From an optimization exercise on the open Yosys and OpenROAD flow, aimed at small area; shortcuts taken in it are not production practice. Where RTL was checked, it was by simulation tests only, not by an equivalence proof against the original. No activity file was given, so power comes from the tool's default toggle rates.

Setup of tundra:
==> flow/design.v <==
module alu (
    input clk,
    input [31:0] a,
    input [31:0] b,
    input [4:0] op,
    output reg [31:0] out,
    output reg zflag,
    output reg nflag,
    output reg cflag,
    output reg vflag,
    output wire sflag,
    output reg hflag
);
    assign sflag = nflag ^ vflag;
    wire op_ld  = (op == 5'h01);
    wire op_add = (op == 5'h03);
    wire op_sub = (op == 5'h04);
    wire op_and = (op == 5'h05);
    wire op_or  = (op == 5'h06);
    wire op_xor = (op == 5'h07);
    wire op_not = (op == 5'h08);
    wire op_sl  = (op == 5'h09);
    wire op_sr  = (op == 5'h0A);
    wire upd_f  = op_add | op_sub | op_and | op_or | op_xor | op_not | op_sl | op_sr;
    wire upd_o  = upd_f | op_ld;
    wire arith  = op_add | op_sub;
    wire bsel1 = op_add | op_xor | op_and | op_or | op_not;    
    wire bsel0 = op_sub | op_not;                             
    wire [31:0] bb = (b & {32{bsel1}}) | (~b & {32{bsel0}});
    wire [31:0] g  = a & bb;
    wire [31:0] t  = a | bb;
    wire [31:0] q  = a ^ bb;
    wire [7:0] bg, bp;
    genvar k;
    generate
        for (k = 0; k < 8; k = k + 1) begin : blk
            assign bg[k] = g[4*k+3] | (t[4*k+3] & g[4*k+2]) | (t[4*k+3] & t[4*k+2] & g[4*k+1])
                         | (t[4*k+3] & t[4*k+2] & t[4*k+1] & g[4*k]);
            assign bp[k] = t[4*k+3] & t[4*k+2] & t[4*k+1] & t[4*k];
        end
    endgenerate
    wire [8:0] bc;
    assign bc[0] = op_sub;
    generate
        for (k = 0; k < 8; k = k + 1) begin : bcar
            assign bc[k+1] = bg[k] | (bp[k] & bc[k]);
        end
    endgenerate
    wire [32:0] c;
    generate
        for (k = 0; k < 8; k = k + 1) begin : icar
            assign c[4*k]   = bc[k];
            assign c[4*k+1] = g[4*k]   | (t[4*k]   & c[4*k]);
            assign c[4*k+2] = g[4*k+1] | (t[4*k+1] & c[4*k+1]);
            assign c[4*k+3] = g[4*k+2] | (t[4*k+2] & c[4*k+2]);
        end
    endgenerate
    assign c[32] = bc[8];
    wire [31:0] kk  = ({32{arith}} & c[31:0]) | ({32{op_or}} & g) | ({32{op_and}} & t);
    wire [31:0] sum = q ^ kk;
    wire [15:0] hg = a[15:0] & b[15:0];
    wire [15:0] ht = a[15:0] | b[15:0];
    wire [3:0] hbg, hbp;
    generate
        for (k = 0; k < 4; k = k + 1) begin : hblk
            assign hbg[k] = hg[4*k+3] | (ht[4*k+3] & hg[4*k+2]) | (ht[4*k+3] & ht[4*k+2] & hg[4*k+1])
                          | (ht[4*k+3] & ht[4*k+2] & ht[4*k+1] & hg[4*k]);
            assign hbp[k] = ht[4*k+3] & ht[4*k+2] & ht[4*k+1] & ht[4*k];
        end
    endgenerate
    wire hc1 = hbg[0];
    wire hc2 = hbg[1] | (hbp[1] & hc1);
    wire hc3 = hbg[2] | (hbp[2] & hc2);
    wire k16 = hbg[3] | (hbp[3] & hc3);
    wire [4:0] s = b[4:0] - 5'd1;
    wire sh_ok = (b[31:6] == 26'd0) & (b[5] ? (b[4:0] == 5'd0) : (b[4:0] != 5'd0));
    wire [31:0] ar;
    generate
        for (k = 0; k < 32; k = k + 1) begin : rev
            assign ar[k] = a[31-k];
        end
    endgenerate
    wire [31:0] x  = op_sr ? ar : a;
    wire [31:0] x1 = s[0] ? {x[30:0], 1'b0} : x;
    wire [31:0] x2 = s[1] ? {x1[29:0], 2'b0} : x1;
    wire [31:0] x3 = s[2] ? {x2[27:0], 4'b0} : x2;
    wire [31:0] x4 = s[3] ? {x3[23:0], 8'b0} : x3;
    wire [31:0] sh = s[4] ? {x4[15:0], 16'b0} : x4;
    wire [31:0] shr;
    generate
        for (k = 0; k < 31; k = k + 1) begin : rev2
            assign shr[k] = sh[30-k];
        end
    endgenerate
    assign shr[31] = 1'b0;
    wire en_sl = op_sl & sh_ok;
    wire en_sr = op_sr & sh_ok;
    wire sel_sum = op_ld | op_add | op_sub | op_and | op_or | op_xor | op_not;
    wire [31:0] res = ({32{sel_sum}} & sum)
                    | ({32{en_sl}} & {sh[30:0], 1'b0})
                    | ({32{en_sr}} & shr);
    wire vv = (res[31] & ~a[31] & ~b[31]) | (~res[31] & a[31] & b[31]);
    wire z_n = (res == 32'd0);
    wire n_n = res[31];
    wire v_n = (arith | op_xor | op_sl | op_sr) & vv;
    wire c_n = (op_add & c[32]) | (op_sub & ~c[32]) | ((en_sl | en_sr) & sh[31]);
    wire h_n = (op_add & c[16]) | (op_sub & ~k16 & (b[15:0] != 16'd0)) | ((en_sl | en_sr) & sh[15]);
    wire [31:0] out_n = res | ({32{~upd_o}} & out);
    wire [4:0] fl = {zflag, nflag, cflag, vflag, hflag};
    wire [4:0] fl_n = ({5{upd_f}} & {z_n, n_n, c_n, v_n, h_n}) | ({5{~upd_f}} & fl);
    always @(posedge clk) begin
        out <= out_n;
        {zflag, nflag, cflag, vflag, hflag} <= fl_n;
    end
endmodule
==> flow/config.mk <==
export PLATFORM = sky130hd
export DESIGN_NAME = alu
export DESIGN_NICKNAME = alu
export VERILOG_FILES = /design/flow/design.v
export SDC_FILE = /design/flow/constraint.sdc
export NUM_CORES = 4
export LEC_CHECK = 0
export ABC_AREA = 1
export CAP_MARGIN = 20
export CORE_MARGIN = 2
export CORE_UTILIZATION = 40
export SLEW_MARGIN = 20
==> flow/constraint.sdc <==
create_clock -name core_clock -period 6.5 [get_ports {clk}]
set_input_delay 1.3000 -clock core_clock [delete_from_list [all_inputs] [get_ports {clk}]]
set_output_delay 1.3000 -clock core_clock [all_outputs]
set_load 0.01 [all_outputs]
standard.sh (not shown) runs the stock make flow with config.mk's settings and CLKGATE_MAP_FILE= SYNTH_SCRIPT=/design/flow/synth_recipe.tcl, a recipe that flattens the netlist after the stock synthesis.
==> flow/flow/run.sh <==
#!/bin/bash
# Own layout flow: the standard ORFS flow (standard.sh) with two changes:
#  - synthesis runs synth_recipe.tcl with Yosys's abc pass pointed at an
#    area-oriented ABC mapping script (flow/abc_area.script);
#  - no full/half-adder extraction before ABC (ADDER_MAP_FILE empty);
#  - the port buffers that global placement inserts are buf_1 cells.
set -euo pipefail
W=$(pwd)
{ head -1 synth_recipe.tcl; cat flow/my_abc_proc.tcl; tail -n +2 synth_recipe.tcl; } > my_synth.tcl
export MY_ABC_SCRIPT=$W/flow/abc_area.script
bash standard.sh SYNTH_SCRIPT=$W/my_synth.tcl \
  "BUFFER_PORTS_ARGS=-buffer_cell sky130_fd_sc_hd__buf_1" ADDER_MAP_FILE= finish > standard_flow.log 2>&1
==> flow/flow/abc_area.script <==
strash
dch
map -D 3000
topo
stime -c
buffer -c
upsize -c
dnsize -c
==> flow/flow/my_abc_proc.tcl <==
# Yosys's abc pass runs the ABC script named by MY_ABC_SCRIPT instead of
# ORFS's abc_area/abc_speed script; everything else is synth_recipe.tcl.
proc abc {args} {
  if {[info exists ::env(MY_ABC_SCRIPT)] && $::env(MY_ABC_SCRIPT) ne ""} {
    set i [lsearch $args -script]
    if {$i >= 0} { set args [lreplace $args [expr {$i+1}] [expr {$i+1}] $::env(MY_ABC_SCRIPT)] }
  }
  puts "my_synth: abc [lsearch -inline -all $args *.script]"
  yosys abc {*}$args
}
Inputs modified between tundra and garnet:
==> flow/flow/abc_area.script <==
strash
dch
map -D 3000
Findings:
Compared to tundra, garnet has total stage count of the critical path 2 lower.
Compared to tundra, the routing of garnet uses less wire.
Compared with tundra, garnet shows amount of wire on met2 after detailed routing that has gone down by a few percent.
Diff tundra -> garnet | post-synthesis instance area | decrease of 6.0%
Relative to garnet, the following input files were edited for onyx:
diff --git a/flow/flow/run.sh b/flow/flow/run.sh
--- a/flow/flow/run.sh
+++ b/flow/flow/run.sh
@@ -4,3 +4,2 @@
 #    area-oriented ABC mapping script (flow/abc_area.script);
-#  - no full/half-adder extraction before ABC (ADDER_MAP_FILE empty);
 #  - the port buffers that global placement inserts are buf_1 cells.
@@ -11,2 +10,2 @@
 bash standard.sh SYNTH_SCRIPT=$W/my_synth.tcl \
-  "BUFFER_PORTS_ARGS=-buffer_cell sky130_fd_sc_hd__buf_1" ADDER_MAP_FILE= finish > standard_flow.log 2>&1
+  "BUFFER_PORTS_ARGS=-buffer_cell sky130_fd_sc_hd__buf_1" finish > standard_flow.log 2>&1
==> flow/flow/abc_area.script <==
strash
dch
map -D 3500
topo
stime -c
buffer -c
upsize -c
dnsize -c
==> comparison <==
garnet → onyx: wire length of the first global-routing pass rose by 1200 um; fraction of the mapped netlist area in compound gates fell by 5.5 points; synthesis-to-layout area growth fell by 2.9 points.
Higher count of non-filler cells in the finished layout was reported by garnet, not onyx.
For combinational power, dividing the value from onyx by the value from garnet gives 1.13.
onyx vs. garnet: end-of-flow core utilization went down by 1.0 points.
Total routing usage reported by global routing ended up 2.1 points lower on onyx than on garnet.
Against garnet, onyx comes in 5.9 points higher on fraction of final layout cells sized beyond drive strength 1.
onyx ended with more portion of netlist area occupied by mux cells than garnet.
Here is what was changed in the inputs of pepper compared with onyx.
- an added CTS_BUF_LIST of sky130_fd_sc_hd__clkbuf_8
- an added CTS_CLUSTER_SIZE of 40
- an added CTS_CLUSTER_DIAMETER of 100
diff --git a/flow/flow/run.sh b/flow/flow/run.sh
--- a/flow/flow/run.sh
+++ b/flow/flow/run.sh
@@ -4,2 +4,3 @@
 #    area-oriented ABC mapping script (flow/abc_area.script);
+#  - no full/half-adder extraction before ABC (ADDER_MAP_FILE empty);
 #  - the port buffers that global placement inserts are buf_1 cells.
@@ -10,2 +11,2 @@
 bash standard.sh SYNTH_SCRIPT=$W/my_synth.tcl \
-  "BUFFER_PORTS_ARGS=-buffer_cell sky130_fd_sc_hd__buf_1" finish > standard_flow.log 2>&1
+  "BUFFER_PORTS_ARGS=-buffer_cell sky130_fd_sc_hd__buf_1" ADDER_MAP_FILE= finish > standard_flow.log 2>&1
==> flow/flow/abc_area.script <==
strash
dch
map -D 3000
## What came out
- Per the comparison of pepper with onyx, relative max-transition margin +2.0 points, sum of routed wire length over all layers -5.4%, number of tap cells added at floorplan -about 16%, multi-input gate area in the final layout -11%.
- When pepper is measured against onyx, its data arrival time of the critical path turns out 0.39 ns lower.
- pepper vs onyx: count of cell instances traversed by the critical path down
- pepper closes out successfully: all stages finished, all timing, DRC and antenna checks passed.
- From onyx to pepper the numbers moved as follows: power saw a decrease; final worst-path setup slack rose by 0.42 ns; synthesized area saw a decrease.
No run of this note included a check of the RTL's function; only the layout flow was run.

---

== job 101 ==
RTL: the design.v shown in full above, as it stands there.
==> flow/config.mk <==
export PLATFORM = sky130hd
export DESIGN_NAME = alu
export DESIGN_NICKNAME = alu
export VERILOG_FILES = /design/flow/design.v
export SDC_FILE = /design/flow/constraint.sdc
export NUM_CORES = 4
export LEC_CHECK = 0
export ABC_AREA = 1
export CAP_MARGIN = 20
export CORE_MARGIN = 2
export CORE_UTILIZATION = 40
export SLEW_MARGIN = 20
==> flow/constraint.sdc <==
create_clock -name core_clock -period 6.5 [get_ports {clk}]
set_input_delay 1.3000 -clock core_clock [delete_from_list [all_inputs] [get_ports {clk}]]
set_output_delay 1.3000 -clock core_clock [all_outputs]
set_load 0.01 [all_outputs]
==> flow/flow/run.sh <==
#!/bin/bash
# Own layout flow: the standard ORFS flow (standard.sh) with two changes:
#  - synthesis runs synth_recipe.tcl with Yosys's abc pass pointed at an
#    area-oriented ABC mapping script (flow/abc_area.script);
#  - the port buffers that global placement inserts are buf_1 cells.
set -euo pipefail
W=$(pwd)
{ head -1 synth_recipe.tcl; cat flow/my_abc_proc.tcl; tail -n +2 synth_recipe.tcl; } > my_synth.tcl
export MY_ABC_SCRIPT=$W/flow/abc_area.script
bash standard.sh SYNTH_SCRIPT=$W/my_synth.tcl \
  "BUFFER_PORTS_ARGS=-buffer_cell sky130_fd_sc_hd__buf_1" finish > standard_flow.log 2>&1
==> flow/flow/abc_area.script <==
strash
dch
map -D 3000
topo
stime -c
buffer -c
upsize -c
dnsize -c
Scripts as last shown in full above: flow/flow/my_abc_proc.tcl
Edits applied to the flow inputs when going from job 101 to job 102:
==> flow/flow/run.sh <==
#!/bin/bash
# Own layout flow: the standard ORFS flow (standard.sh) with two changes:
#  - synthesis runs synth_recipe.tcl with Yosys's abc pass pointed at an
#    area-oriented ABC mapping script (flow/abc_area.script);
#  - no full/half-adder extraction before ABC (ADDER_MAP_FILE empty);
#  - the port buffers that global placement inserts are buf_1 cells.
set -euo pipefail
W=$(pwd)
{ head -1 synth_recipe.tcl; cat flow/my_abc_proc.tcl; tail -n +2 synth_recipe.tcl; } > my_synth.tcl
export MY_ABC_SCRIPT=$W/flow/abc_area.script
bash standard.sh SYNTH_SCRIPT=$W/my_synth.tcl \
  "BUFFER_PORTS_ARGS=-buffer_cell sky130_fd_sc_hd__buf_1" ADDER_MAP_FILE= finish > standard_flow.log 2>&1
==> flow/flow/abc_area.script <==
strash
dch
map -D 5000
Findings:
Going from job 101 to job 102, number of placed instances with taps included shows an increase of 26; static leakage shows a reduction of about 17%; power share of the combinational group shows a reduction of 1.5 points; number of global-route vias before repair shows a reduction of 87.
Edits applied to the flow inputs when going from job 102 to job 103:
==> flow/flow/abc_area.script <==
strash
dch
map -D 4000
[summary]
Compared to job 102, the routing of job 103 uses less wire. The run showing the greater post-detailed-placement cell area is job 102. [compare] base=job 102 new=job 103: wire length of the first global-routing pass lost about 2%; final hold slack neither gained nor lost much.
No run of this note included a check of the RTL's function; only the layout flow was run.

---

Another version of the RTL of alu (not shown whole).
For scale: ~890 cells after synthesis, about 110 I/O pins, roughly 5500 µm² of cells after synthesis.
==> flow/config.mk <==
export PLATFORM = sky130hd
export DESIGN_NAME = alu
export DESIGN_NICKNAME = alu
export VERILOG_FILES = /design/flow/design.v
export SDC_FILE = /design/flow/constraint.sdc
export NUM_CORES = 4
export LEC_CHECK = 0
export ABC_AREA = 1
export CAP_MARGIN = 20
export CORE_MARGIN = 2
export CORE_UTILIZATION = 40
export CTS_BUF_LIST = sky130_fd_sc_hd__clkbuf_4
export CTS_CLUSTER_DIAMETER = 100
export CTS_CLUSTER_SIZE = 40
export SLEW_MARGIN = 20
==> flow/constraint.sdc <==
create_clock -name core_clock -period 6.5 [get_ports {clk}]
set_input_delay 1.3000 -clock core_clock [delete_from_list [all_inputs] [get_ports {clk}]]
set_output_delay 1.3000 -clock core_clock [all_outputs]
set_load 0.01 [all_outputs]
==> flow/flow/run.sh <==
#!/bin/bash
# Own layout flow: the standard ORFS flow (standard.sh) with two changes:
#  - synthesis runs synth_recipe.tcl with Yosys's abc pass pointed at an
#    area-oriented ABC mapping script (flow/abc_area.script);
#  - no full/half-adder extraction before ABC (ADDER_MAP_FILE empty);
#  - the port buffers that global placement inserts are buf_1 cells.
set -euo pipefail
W=$(pwd)
{ head -1 synth_recipe.tcl; cat flow/my_abc_proc.tcl; tail -n +2 synth_recipe.tcl; } > my_synth.tcl
export MY_ABC_SCRIPT=$W/flow/abc_area.script
bash standard.sh SYNTH_SCRIPT=$W/my_synth.tcl \
  "BUFFER_PORTS_ARGS=-buffer_cell sky130_fd_sc_hd__buf_1" ADDER_MAP_FILE= finish > standard_flow.log 2>&1
==> flow/flow/abc_area.script <==
strash
&get -n
&dch
&nf -R 1000
&put
Scripts as last shown in full above: flow/flow/my_abc_proc.tcl
Edit:
==> flow/flow/abc_area.script (replaced) <==
strash
dch
map -D 3000
CTS_BUF_LIST = sky130_fd_sc_hd__clkbuf_8   (was sky130_fd_sc_hd__clkbuf_4)
- sequential power rose slightly
- wire length came out higher by roughly a tenth
- power increases by a few percent
- area after synthesis is higher by a few percent
- setup slack improves by 0.19 ns
Edit:
==> flow/flow/abc_area.script (replaced) <==
strash
&get -n
&dch
&nf -R 1000
&put
GPL_TIMING_DRIVEN = 0   (was not set)
Worst setup slack got worse by 0.51 ns. Area after synthesis drops by 2.7%. Critical path depth is unchanged. Sequential power stays flat. Wire length drops by 8.2%. Power drops by 4.8%. Final cell count drops by 12%. Final area stays flat. Global-route usage drops by 2.1 points. Register-to-register slack improved by 0.05 ns. Sequential share of layout area barely changes.
Edit:
==> flow/flow/abc_area.script (replaced) <==
strash
&get -n
&dch -f
&nf -R 1000
&put
CTS_BUF_LIST = sky130_fd_sc_hd__clkbuf_4   (was sky130_fd_sc_hd__clkbuf_8)
CTS_CLUSTER_DIAMETER = 60   (was 100)
CTS_CLUSTER_SIZE = 10   (was 40)
GPL_TIMING_DRIVEN = not set   (was 0)
Setup slack gains 0.41 ns.
Synthesized area came out lower by about 0.6%.
Routed wire length rises by 1.4%.
Sequential power hardly moves.
Final cell count does not change.
Global-route usage increases by 0.84 points.
Core utilization falls by 1.7 points.
Flip-flop and latch count is unchanged.
Total power fell by about 4.3%.
Cell area decreases by 3.4%.
Edit:
==> flow/flow/abc_area.script (replaced) <==
strash
&get -n
&dch
&nf -R 1000
&put
CAP_MARGIN = 0   (was 20)
CTS_BUF_LIST = sky130_fd_sc_hd__clkbuf_8   (was sky130_fd_sc_hd__clkbuf_4)
CTS_CLUSTER_DIAMETER = 100   (was 60)
CTS_CLUSTER_SIZE = 40   (was 10)
SLEW_MARGIN = 0   (was 20)
After rerunning:
- via count went down slightly
- first-iteration DRC count went up by a few percent
- die area went up slightly
- design area went up slightly
- power went up by a few percent
Edit:
==> flow/flow/abc_area.script (replaced) <==
strash
&get -n
&dch -f
&nf -R 1000
&put
CAP_MARGIN = 20   (was 0)
CTS_BUF_LIST = sky130_fd_sc_hd__clkbuf_4   (was sky130_fd_sc_hd__clkbuf_8)
SLEW_MARGIN = 20   (was 0)
What happened:
- routed wire length rises by 1.5%
- die area goes down by 0.55%
- critical path depth grows by 2
- worst hold slack is better by 0.034 ns
- total power goes down by 6.4%
- via count went up by 0.65%
- design area goes down by 1.7%
- fmax goes up by 2.5%

-- separate check: timing with driven ports --
In the flow no input, the clock included, has a driving cell. The finished layouts below were timed again as built, in two steps. Step 1 sets driving cells, clkbuf_16 on the clock port and buf_2 on the other inputs (assumed; they add their load-dependent delay and slew). Step 2 adds t to the input delays and takes it off the output delays; t is the mean of the earliest and latest rising clock arrival at the registers after step 1. Input paths then give back, and output paths get back, about the clock's delay inside the block. Three values: no drivers, after step 1, after step 2; two values: the first two.
run | t (ns) | slack for setup (ns) | slew at the worst register clock pin (ns)
tundra | 0.300 | 1.085 / 1.096 / 0.796 | 0.06 / 0.06
garnet | 0.312 | 0.971 / 0.986 / 0.673 | 0.06 / 0.06
onyx | 0.309 | 0.546 / 0.552 / 0.243 | 0.06 / 0.06
pepper | 0.322 | 0.969 / 0.971 / 0.649 | 0.08 / 0.08
job 101 | 0.309 | 0.426 / 0.435 / 0.125 | 0.06 / 0.06
job 102 | 0.314 | 0.490 / 0.505 / 0.191 | 0.06 / 0.06
job 103 | 0.312 | 0.536 / 0.549 / 0.236 | 0.06 / 0.06
the first run of note 3 | 0.379 | 0.534 / 0.539 / 0.160 | 0.11 / 0.11
the second run of note 3 | 0.320 | 0.719 / 0.728 / 0.409 | 0.08 / 0.08
the third run of note 3 | 0.325 | 0.208 / 0.212 / -0.113 | 0.08 / 0.08
the fourth run of note 3 | 0.373 | 0.615 / 0.613 / 0.239 | 0.12 / 0.12
the fifth run of note 3 | 0.332 | 0.466 / 0.478 / 0.146 | 0.08 / 0.08
the sixth run of note 3 | 0.373 | 0.615 / 0.613 / 0.239 | 0.12 / 0.12
Met with ideal ports but missed after step 2: setup timing in the third run of note 3.
